This is an optimization exercise on Yosys and OpenROAD, whose aim is small area and a short achievable clock period, not a production implementation.
Where RTL was checked, it was by simulation tests only, not by an equivalence proof against the original.
Power and IR drop assume default switching activity.

==> inputs of branch maple <==
==> flow/design.v <==
`timescale 1ns / 1ps
module RISCuva0 ( clk, reset,
                  progAddress, progData, progReset,
                  dataIn, dataOut,
                  portAddress, portRead, portWrite,
                  intReq, intAck );
    input        clk, reset;
    output [9:0] progAddress;
    input [13:0] progData;
    output       progReset;
    input  [7:0] dataIn;
    output [7:0] dataOut;
    output [7:0] portAddress;
    output       portRead;
    output       portWrite;
    input        intReq;
    output       intAck;
    wire [1:0] opA = progData[13:12];
    wire [1:0] opB = progData[11:10];
    wire [1:0] opC = progData[9:8];
    wire [3:0] rM  = progData[7:4];
    wire [3:0] rN  = progData[3:0];
    wire [9:0] immAddr = progData[9:0];
    wire [7:0] immData = progData[11:4];
    wire MISC = (opA == 2'b00);
    wire JP   = (opA == 2'b01);
    wire LOAD = (opA == 2'b10);
    wire ALU  = (opA == 2'b11);
    wire rets    = MISC & (opB == 2'b10);
    wire onRet   = rets & ~opC[1];               
    wire isRETI  = rets & (opC == 2'b01);
    wire isDI    = rets & (opC == 2'b10);
    wire isEI    = rets & (opC == 2'b11);
    wire isCALL  = MISC & (opB == 2'b00);
    wire writeRF = opA[1];                       
    logic [7:0]  rf [0:15];
    logic [11:0] stackMem [0:15];
    logic [3:0]  SP;
    logic [9:0]  PC;
    logic [7:0]  lastPort;      
    logic        zeroFlag, carryFlag;
    logic        userEI, intAckR, callingIRQ;
    wire [7:0] nextPort = lastPort + 8'd1;
    wire [7:0] otherPort = (opC == 2'b01) ? nextPort : {3'b111, progData[8:4]};
    wire [15:0] selN = 16'd1 << rN;
    wire [15:0] selM = 16'd1 << rM;
    wire [7:0] busN, busM;
    RISCuva0_read16 readN (.sel(selN), .d0(rf[0]), .d1(rf[1]), .d2(rf[2]), .d3(rf[3]),
        .d4(rf[4]), .d5(rf[5]), .d6(rf[6]), .d7(rf[7]), .d8(rf[8]), .d9(rf[9]),
        .d10(rf[10]), .d11(rf[11]), .d12(rf[12]), .d13(rf[13]), .d14(rf[14]), .d15(rf[15]), .q(busN));
    RISCuva0_read16p readM (.sel(selM), .d0(rf[0]), .d1(rf[1]), .d2(rf[2]), .d3(rf[3]),
        .d4(rf[4]), .d5(rf[5]), .d6(rf[6]), .d7(rf[7]), .d8(rf[8]), .d9(rf[9]),
        .d10(rf[10]), .d11(rf[11]), .d12(rf[12]), .d13(rf[13]), .d14(rf[14]), .d15(rf[15]), .q(busM),
        .pass(opC == 2'b00), .other(otherPort), .qp(portAddress));
    assign portRead  = ALU & (opB == 2'b11);
    assign portWrite = MISC & (opB == 2'b11);
    assign dataOut   = busN;
    assign intAck = intAckR;
    logic [7:0] logicALU;
    logic       logicCarry;
    always_comb
        case (opC)
            2'b00: begin logicALU = busM;           logicCarry = carryFlag; end
            2'b01: begin logicALU = busN ~^ busM;   logicCarry = carryFlag; end
            2'b10: begin logicALU = busN | busM;    logicCarry = 1'b0;      end
            default: begin logicALU = busN & busM;  logicCarry = 1'b1;      end
        endcase
    wire       isSub = opC[1];
    wire [7:0] altM  = isSub ? ~busM : busM;
    wire       cin   = opC[0] ? (isSub ? ~carryFlag : carryFlag) : isSub;
    wire [7:0] hx = busN ^ altM;
    wire [7:0] ho = busN | altM;
    wire [7:0] g0 = busN & altM;
    wire [7:0] p0 = hx;
    wire [7:0] g1, p1, g2, p2, g3, p3;
    assign g1[0] = g0[0];              assign p1[0] = p0[0];
    assign g1[7:1] = g0[7:1] | (p0[7:1] & g0[6:0]);
    assign p1[7:1] = p0[7:1] & p0[6:0];
    assign g2[1:0] = g1[1:0];          assign p2[1:0] = p1[1:0];
    assign g2[7:2] = g1[7:2] | (p1[7:2] & g1[5:0]);
    assign p2[7:2] = p1[7:2] & p1[5:0];
    assign g3[3:0] = g2[3:0];          assign p3[3:0] = p2[3:0];
    assign g3[7:4] = g2[7:4] | (p2[7:4] & g2[3:0]);
    assign p3[7:4] = p2[7:4] & p2[3:0];
    wire [8:1] c = g3 | (p3 & {8{cin}});
    wire [7:0] arithALU   = hx ^ {c[7:1], cin};
    wire       arithCarry = isSub ? ~c[8] : c[8];
    wire       arithZero = ~(hx[0] ^ cin) & ((hx[7:1] ^ ho[6:0]) == 7'b0);
    logic [7:0] shiftALU;
    logic       shiftCarry;
    always_comb
        case (opC)
            2'b00: {shiftALU, shiftCarry} = {busN[7], busN};
            2'b01: {shiftALU, shiftCarry} = {carryFlag, busN};
            2'b10: {shiftALU, shiftCarry} = {busN[0], busN};
            default: {shiftALU, shiftCarry} = {busN[6:0], busN[7], busN[7]};
        endcase
    logic [7:0] otherRes;
    always_comb
        case ({opA[0], opB})
            3'b100:  otherRes = logicALU;
            3'b110:  otherRes = shiftALU;
            3'b111:  otherRes = dataIn;
            default: otherRes = immData;
        endcase
    wire       isArith  = opA[0] & (opB == 2'b01);
    wire [7:0] dataBus  = isArith ? arithALU  : otherRes;
    wire       dataZero = isArith ? arithZero : (otherRes == 8'h00);
    always @(posedge clk)
        for (int i = 0; i < 16; i++)
            if (reset && i < 2)
                rf[i] <= (i == 1) ? 8'd1 : 8'd0;
            else if (~reset && writeRF && rN == i)
                rf[i] <= dataBus;
    always @(posedge clk)
        if (reset)
            lastPort <= 8'hFF;
        else if (portRead | portWrite)
            lastPort <= portAddress;
    wire mayIRQ   = ~(rets | portWrite | portRead);
    wire validIRQ = intReq & ~intAckR & userEI & mayIRQ;
    always @(posedge clk) begin
        if (reset)     userEI <= 1'b0;
        else if (isDI) userEI <= 1'b0;
        else if (isEI) userEI <= 1'b1;
        if (reset)         intAckR <= 1'b0;
        else if (validIRQ) intAckR <= 1'b1;
        else if (isRETI)   intAckR <= 1'b0;
        if (reset) callingIRQ <= 1'b0;
        else       callingIRQ <= validIRQ;
    end
    wire [3:0]  SPp1     = SP + 4'd1;
    wire [11:0] stackTop;
    wire [15:0] selS = 16'd1 << SP;
    RISCuva0_read16 #(12) readS (.sel(selS), .d0(stackMem[0]), .d1(stackMem[1]), .d2(stackMem[2]),
        .d3(stackMem[3]), .d4(stackMem[4]), .d5(stackMem[5]), .d6(stackMem[6]), .d7(stackMem[7]),
        .d8(stackMem[8]), .d9(stackMem[9]), .d10(stackMem[10]), .d11(stackMem[11]),
        .d12(stackMem[12]), .d13(stackMem[13]), .d14(stackMem[14]), .d15(stackMem[15]), .q(stackTop));
    always @(posedge clk)
        if (isRETI)
            {carryFlag, zeroFlag} <= stackTop[11:10];
        else begin
            if (writeRF)
                zeroFlag <= dataZero;
            if (ALU & (opB != 2'b11))
                carryFlag <= (opB == 2'b00) ? logicCarry :
                             (opB == 2'b10) ? shiftCarry : arithCarry;
        end
    logic validFlag;
    always_comb
        case (opB)
            2'b00: validFlag =  zeroFlag;
            2'b01: validFlag = ~zeroFlag;
            2'b10: validFlag =  carryFlag;
            default: validFlag = ~carryFlag;
        endcase
    wire       onJump = (MISC & ~opB[1]) | (JP & validFlag);
    wire [9:0] incrPC = callingIRQ ? PC : PC + 10'd1;
    wire [9:0] nextPC = onJump ? {immAddr[9:1], immAddr[0] | callingIRQ} :
                        onRet  ? stackTop[9:0] : incrPC;
    always @(posedge clk)
        if (reset) PC <= 10'd0;
        else       PC <= nextPC;
    assign progAddress = nextPC;
    assign progReset   = reset | validIRQ;
    always @(posedge clk)
        if (reset)       SP <= 4'd15;
        else if (isCALL) SP <= SPp1;
        else if (onRet)  SP <= SP - 4'd1;
    always @(posedge clk)
        if (isCALL)
            stackMem[SPp1] <= {carryFlag, zeroFlag, incrPC};
endmodule
module RISCuva0_read16 #(parameter W = 8) (
    input  [15:0]  sel,
    input  [W-1:0] d0, d1, d2, d3, d4, d5, d6, d7, d8, d9, d10, d11, d12, d13, d14, d15,
    output [W-1:0] q);
    assign q = ({W{sel[0]}}  & d0)  | ({W{sel[1]}}  & d1)  | ({W{sel[2]}}  & d2)  | ({W{sel[3]}}  & d3)
             | ({W{sel[4]}}  & d4)  | ({W{sel[5]}}  & d5)  | ({W{sel[6]}}  & d6)  | ({W{sel[7]}}  & d7)
             | ({W{sel[8]}}  & d8)  | ({W{sel[9]}}  & d9)  | ({W{sel[10]}} & d10) | ({W{sel[11]}} & d11)
             | ({W{sel[12]}} & d12) | ({W{sel[13]}} & d13) | ({W{sel[14]}} & d14) | ({W{sel[15]}} & d15);
endmodule
module RISCuva0_read16p (
    input  [15:0] sel,
    input  [7:0]  d0, d1, d2, d3, d4, d5, d6, d7, d8, d9, d10, d11, d12, d13, d14, d15,
    input         pass,
    input  [7:0]  other,
    output [7:0]  q,
    output [7:0]  qp);
    assign q = ({8{sel[0]}}  & d0)  | ({8{sel[1]}}  & d1)  | ({8{sel[2]}}  & d2)  | ({8{sel[3]}}  & d3)
             | ({8{sel[4]}}  & d4)  | ({8{sel[5]}}  & d5)  | ({8{sel[6]}}  & d6)  | ({8{sel[7]}}  & d7)
             | ({8{sel[8]}}  & d8)  | ({8{sel[9]}}  & d9)  | ({8{sel[10]}} & d10) | ({8{sel[11]}} & d11)
             | ({8{sel[12]}} & d12) | ({8{sel[13]}} & d13) | ({8{sel[14]}} & d14) | ({8{sel[15]}} & d15);
    assign qp = pass ? q : other;
endmodule
==> flow/flow/run.sh <==
#!/bin/bash
# The standard layout with two changes: plain buf_2 cells as the port buffers
# (instead of the delay cells that buffer_ports picks by default), and clock
# tree synthesis without dummy loads at the clock tree's leaves. Each tool's
# output is in standard.log and orfs/logs/.
set -euo pipefail
bash standard.sh \
  "BUFFER_PORTS_ARGS=-buffer_cell sky130_fd_sc_hd__buf_2" \
  "CTS_ARGS=-sink_clustering_enable -repair_clock_nets -buf_list sky130_fd_sc_hd__clkbuf_8 -sink_clustering_size 16 -sink_clustering_max_diameter 50 -dont_use_dummy_load" \
  finish > standard.log 2>&1
==> flow/standard.sh <==
#!/bin/bash
# synth_recipe.tcl (not shown) runs the flow's synth.tcl, then flattens the netlist and writes it again
# the make line also repeats each setting of config.mk as NAME=value (left out here)
make -C /OpenROAD-flow-scripts/flow DESIGN_CONFIG=/design/flow/config.mk WORK_HOME=/design/flow/orfs CLKGATE_MAP_FILE= SYNTH_SCRIPT=/design/flow/synth_recipe.tcl "${@:-finish}"
==> flow/config.mk <==
export PLATFORM = sky130hd
export DESIGN_NAME = RISCuva0
export DESIGN_NICKNAME = RISCuva0
export VERILOG_FILES = /design/flow/design.v
export SDC_FILE = /design/flow/constraint.sdc
export NUM_CORES = 4
export LEC_CHECK = 0
export CAP_MARGIN = 20
export CORE_MARGIN = 2
export CORE_UTILIZATION = 50
export CTS_BUF_LIST = sky130_fd_sc_hd__clkbuf_8
export CTS_CLUSTER_DIAMETER = 50
export CTS_CLUSTER_SIZE = 16
export SETUP_SLACK_MARGIN = 2.3
export SLEW_MARGIN = 20
export SYNTH_HIERARCHICAL = 1
export SYNTH_MINIMUM_KEEP_SIZE = 0
==> flow/constraint.sdc <==
create_clock -name core_clock -period 7.0 [get_ports {clk}]
set_input_delay 1.4000 -clock core_clock [delete_from_list [all_inputs] [get_ports {clk}]]
set_output_delay 1.4000 -clock core_clock [all_outputs]
set_load 0.01 [all_outputs]
==> inputs of branch lagoon, as changes to branch maple <==
==> flow/design.v (replaced) <==
`timescale 1ns / 1ps
module RISCuva0 ( clk, reset,
                  progAddress, progData, progReset,
                  dataIn, dataOut,
                  portAddress, portRead, portWrite,
                  intReq, intAck );
    input        clk, reset;
    output [9:0] progAddress;
    input [13:0] progData;
    output       progReset;
    input  [7:0] dataIn;
    output [7:0] dataOut;
    output [7:0] portAddress;
    output       portRead;
    output       portWrite;
    input        intReq;
    output       intAck;
    wire [1:0] opA = progData[13:12];
    wire [1:0] opB = progData[11:10];
    wire [1:0] opC = progData[9:8];
    wire [3:0] rM  = progData[7:4];
    wire [3:0] rN  = progData[3:0];
    wire [9:0] immAddr = progData[9:0];
    wire [7:0] immData = progData[11:4];
    wire MISC = (opA == 2'b00);
    wire JP   = (opA == 2'b01);
    wire LOAD = (opA == 2'b10);
    wire ALU  = (opA == 2'b11);
    wire rets    = MISC & (opB == 2'b10);
    wire onRet   = rets & ~opC[1];               
    wire isRETI  = rets & (opC == 2'b01);
    wire isDI    = rets & (opC == 2'b10);
    wire isEI    = rets & (opC == 2'b11);
    wire isCALL  = MISC & (opB == 2'b00);
    wire writeRF = opA[1];                       
    logic [7:0]  rf [0:15];
    logic [11:0] stackMem [0:15];
    logic [3:0]  SP;
    logic [9:0]  PC;
    logic [7:0]  nextPort;
    logic        zeroFlag, carryFlag;
    logic        userEI, intAckR, callingIRQ;
    wire [7:0] busN = rf[rN];
    wire [7:0] busM = rf[rM];
    assign portRead  = ALU & (opB == 2'b11);
    assign portWrite = MISC & (opB == 2'b11);
    assign dataOut   = busN;
    assign portAddress = (opC == 2'b00) ? busM :
                         (opC == 2'b01) ? nextPort : {3'b111, progData[8:4]};
    assign intAck = intAckR;
    logic [7:0] logicALU;
    logic       logicCarry;
    always_comb
        case (opC)
            2'b00: begin logicALU = busM;           logicCarry = carryFlag; end
            2'b01: begin logicALU = busN ~^ busM;   logicCarry = carryFlag; end
            2'b10: begin logicALU = busN | busM;    logicCarry = 1'b0;      end
            default: begin logicALU = busN & busM;  logicCarry = 1'b1;      end
        endcase
    wire       isSub = opC[1];
    wire [7:0] altM  = isSub ? ~busM : busM;
    wire       cin   = opC[0] ? (isSub ? ~carryFlag : carryFlag) : isSub;
    wire [8:0] sum   = {1'b0, busN} + {1'b0, altM} + {8'b0, cin};
    wire [7:0] arithALU   = sum[7:0];
    wire       arithCarry = isSub ? ~sum[8] : sum[8];
    wire [7:0] hx = busN ^ altM;
    wire [7:0] ho = busN | altM;
    wire       arithZero = ~(hx[0] ^ cin) & ((hx[7:1] ^ ho[6:0]) == 7'b0);
    logic [7:0] shiftALU;
    logic       shiftCarry;
    always_comb
        case (opC)
            2'b00: {shiftALU, shiftCarry} = {busN[7], busN};
            2'b01: {shiftALU, shiftCarry} = {carryFlag, busN};
            2'b10: {shiftALU, shiftCarry} = {busN[0], busN};
            default: {shiftALU, shiftCarry} = {busN[6:0], busN[7], busN[7]};
        endcase
    logic [7:0] aluRes;
    logic       aluZero;
    always_comb
        case (opB)
            2'b00: begin aluRes = logicALU; aluZero = (logicALU == 8'h00); end
            2'b01: begin aluRes = arithALU; aluZero = arithZero;            end
            2'b10: begin aluRes = shiftALU; aluZero = (shiftALU == 8'h00); end
            default: begin aluRes = dataIn; aluZero = (dataIn == 8'h00);    end
        endcase
    wire [7:0] dataBus  = opA[0] ? aluRes  : immData;
    wire       dataZero = opA[0] ? aluZero : (immData == 8'h00);
    always @(posedge clk)
        for (int i = 0; i < 16; i++)
            if (reset && i < 2)
                rf[i] <= (i == 1) ? 8'd1 : 8'd0;
            else if (~reset && writeRF && rN == i)
                rf[i] <= dataBus;
    always @(posedge clk)
        if (reset)
            nextPort <= 8'd0;
        else if (portRead | portWrite)
            nextPort <= portAddress + 8'd1;
    wire mayIRQ   = ~(rets | portWrite | portRead);
    wire validIRQ = intReq & ~intAckR & userEI & mayIRQ;
    always @(posedge clk) begin
        if (reset)     userEI <= 1'b0;
        else if (isDI) userEI <= 1'b0;
        else if (isEI) userEI <= 1'b1;
        if (reset)         intAckR <= 1'b0;
        else if (validIRQ) intAckR <= 1'b1;
        else if (isRETI)   intAckR <= 1'b0;
        if (reset) callingIRQ <= 1'b0;
        else       callingIRQ <= validIRQ;
    end
    wire [3:0]  SPm1     = SP - 4'd1;
    wire [11:0] stackTop = stackMem[SPm1];
    always @(posedge clk)
        if (isRETI)
            {carryFlag, zeroFlag} <= stackTop[11:10];
        else begin
            if (writeRF)
                zeroFlag <= dataZero;
            if (ALU & (opB != 2'b11))
                carryFlag <= (opB == 2'b00) ? logicCarry :
                             (opB == 2'b10) ? shiftCarry : arithCarry;
        end
    logic validFlag;
    always_comb
        case (opB)
            2'b00: validFlag =  zeroFlag;
            2'b01: validFlag = ~zeroFlag;
            2'b10: validFlag =  carryFlag;
            default: validFlag = ~carryFlag;
        endcase
    wire       onJump = (MISC & ~opB[1]) | (JP & validFlag);
    wire [9:0] incrPC = callingIRQ ? PC : PC + 10'd1;
    wire [9:0] nextPC = onJump ? {immAddr[9:1], immAddr[0] | callingIRQ} :
                        onRet  ? stackTop[9:0] : incrPC;
    always @(posedge clk)
        if (reset) PC <= 10'd0;
        else       PC <= nextPC;
    assign progAddress = nextPC;
    assign progReset   = reset | validIRQ;
    always @(posedge clk)
        if (reset)       SP <= 4'd0;
        else if (isCALL) SP <= SP + 4'd1;
        else if (onRet)  SP <= SPm1;
    always @(posedge clk)
        if (isCALL)
            stackMem[SP] <= {carryFlag, zeroFlag, incrPC};
endmodule
==> flow/run.sh (new file) <==
#!/bin/bash
# synth_recipe.tcl (not shown) runs the flow's synth.tcl, then flattens the netlist and writes it again
# the make line also repeats each setting of config.mk as NAME=value (left out here)
make -C /OpenROAD-flow-scripts/flow DESIGN_CONFIG=/design/flow/config.mk WORK_HOME=/design/flow/orfs CLKGATE_MAP_FILE= SYNTH_SCRIPT=/design/flow/synth_recipe.tcl finish
==> flow/config.mk (replaced) <==
export PLATFORM = sky130hd
export DESIGN_NAME = RISCuva0
export DESIGN_NICKNAME = RISCuva0
export VERILOG_FILES = /design/flow/design.v
export SDC_FILE = /design/flow/constraint.sdc
export NUM_CORES = 4
export LEC_CHECK = 0
export CAP_MARGIN = 20
export CORE_MARGIN = 2
export CORE_UTILIZATION = 40
export SETUP_SLACK_MARGIN = 3.0
export SLEW_MARGIN = 20
removed: flow/flow/run.sh
removed: flow/standard.sh
==> comparison table <==
| metric | branch maple | branch lagoon |
|---|---|---|
| Worst slew pin tran | 1.021 ns | 1.297 ns |
| Overall routed net length | 48840 um | 65830 um |
| Outcome | complete, no violations | complete, no violations |
| Sequential element share of the synthesized area | 60.54% | 56.47% |
| Tap cell instance count | 442 | 592 |
| Global placement routability congestion | 0.9586 | 0.9821 |
| Last element of the critical path | progAddress[9] | rf[8][6]$_DFFE_PP_ |
| Clock tree skew after final layout | 0.07808 ns | 0.03770 ns |
| Sequential Power Share | 56.5% | 42.1% |
| Maximum number of pins on one net before global-route repair | 37 | 40 |
| Core region area | 0.03254 sq mm | 0.04393 sq mm |
| Count of standard-cell rows | 66 | 77 |
| Crit. path cell count | 9 | 19 |
| Number of vias per cell after detailed routing | 6.467 | 6.254 |
| Overall via count from detail_route | 11390 | 14350 |
| Area growth from synthesis to layout | 11.07% | 41.05% |
| Critical hold path startpoint | userEI$_SDFFE_PP0P_ | nextPort[1]$_SDFFE_PP0P_ |
| Metal3 WL | 4957 um | 5503 um |
| Root buffer cell | clkbuf_8 | clkbuf_16 |
| Cell count after synthesis | 1234 | 1369 |
For branch lagoon, only the layout was checked, not whether the RTL still works.

## separate check: timing with driven ports
How much do the figures lean on ideal ports? The routed layouts below were timed once more, with nothing changed but the port constraints.
Step 1 sets driving cells, clkbuf_16 on the clock port and buf_2 on the other inputs (assumed; they add their load-dependent delay and slew).
Step 2 times the ports against the registers' clock, not the clock port: input delays grow and output delays shrink by t, the midpoint of the rising clock arrivals with the driver on.
a / b / c = ideal ports / drivers / drivers and shift; a / b = the first two.
| run | shift t [ns] | setup slack, ns | hold slack, ns | latest minus earliest clock arrival (ns) | pins driven straight from the clock port |
|---|---|---|---|---|---|
| branch maple | 0.576 | 2.332 / 2.279 / 1.845 | 0.472 / 0.472 / 0.472 | 0.096 / 0.096 | 1 |
| branch lagoon | 0.607 | 2.335 / 2.106 / 1.499 | 0.466 / 0.466 / 0.466 | 0.038 / 0.038 | 1 |
After both steps every run listed still meets setup and hold. For branch lagoon, which loses most, drivers alone change the setup slack by -0.229 ns; drivers and shift together by -0.836 ns.
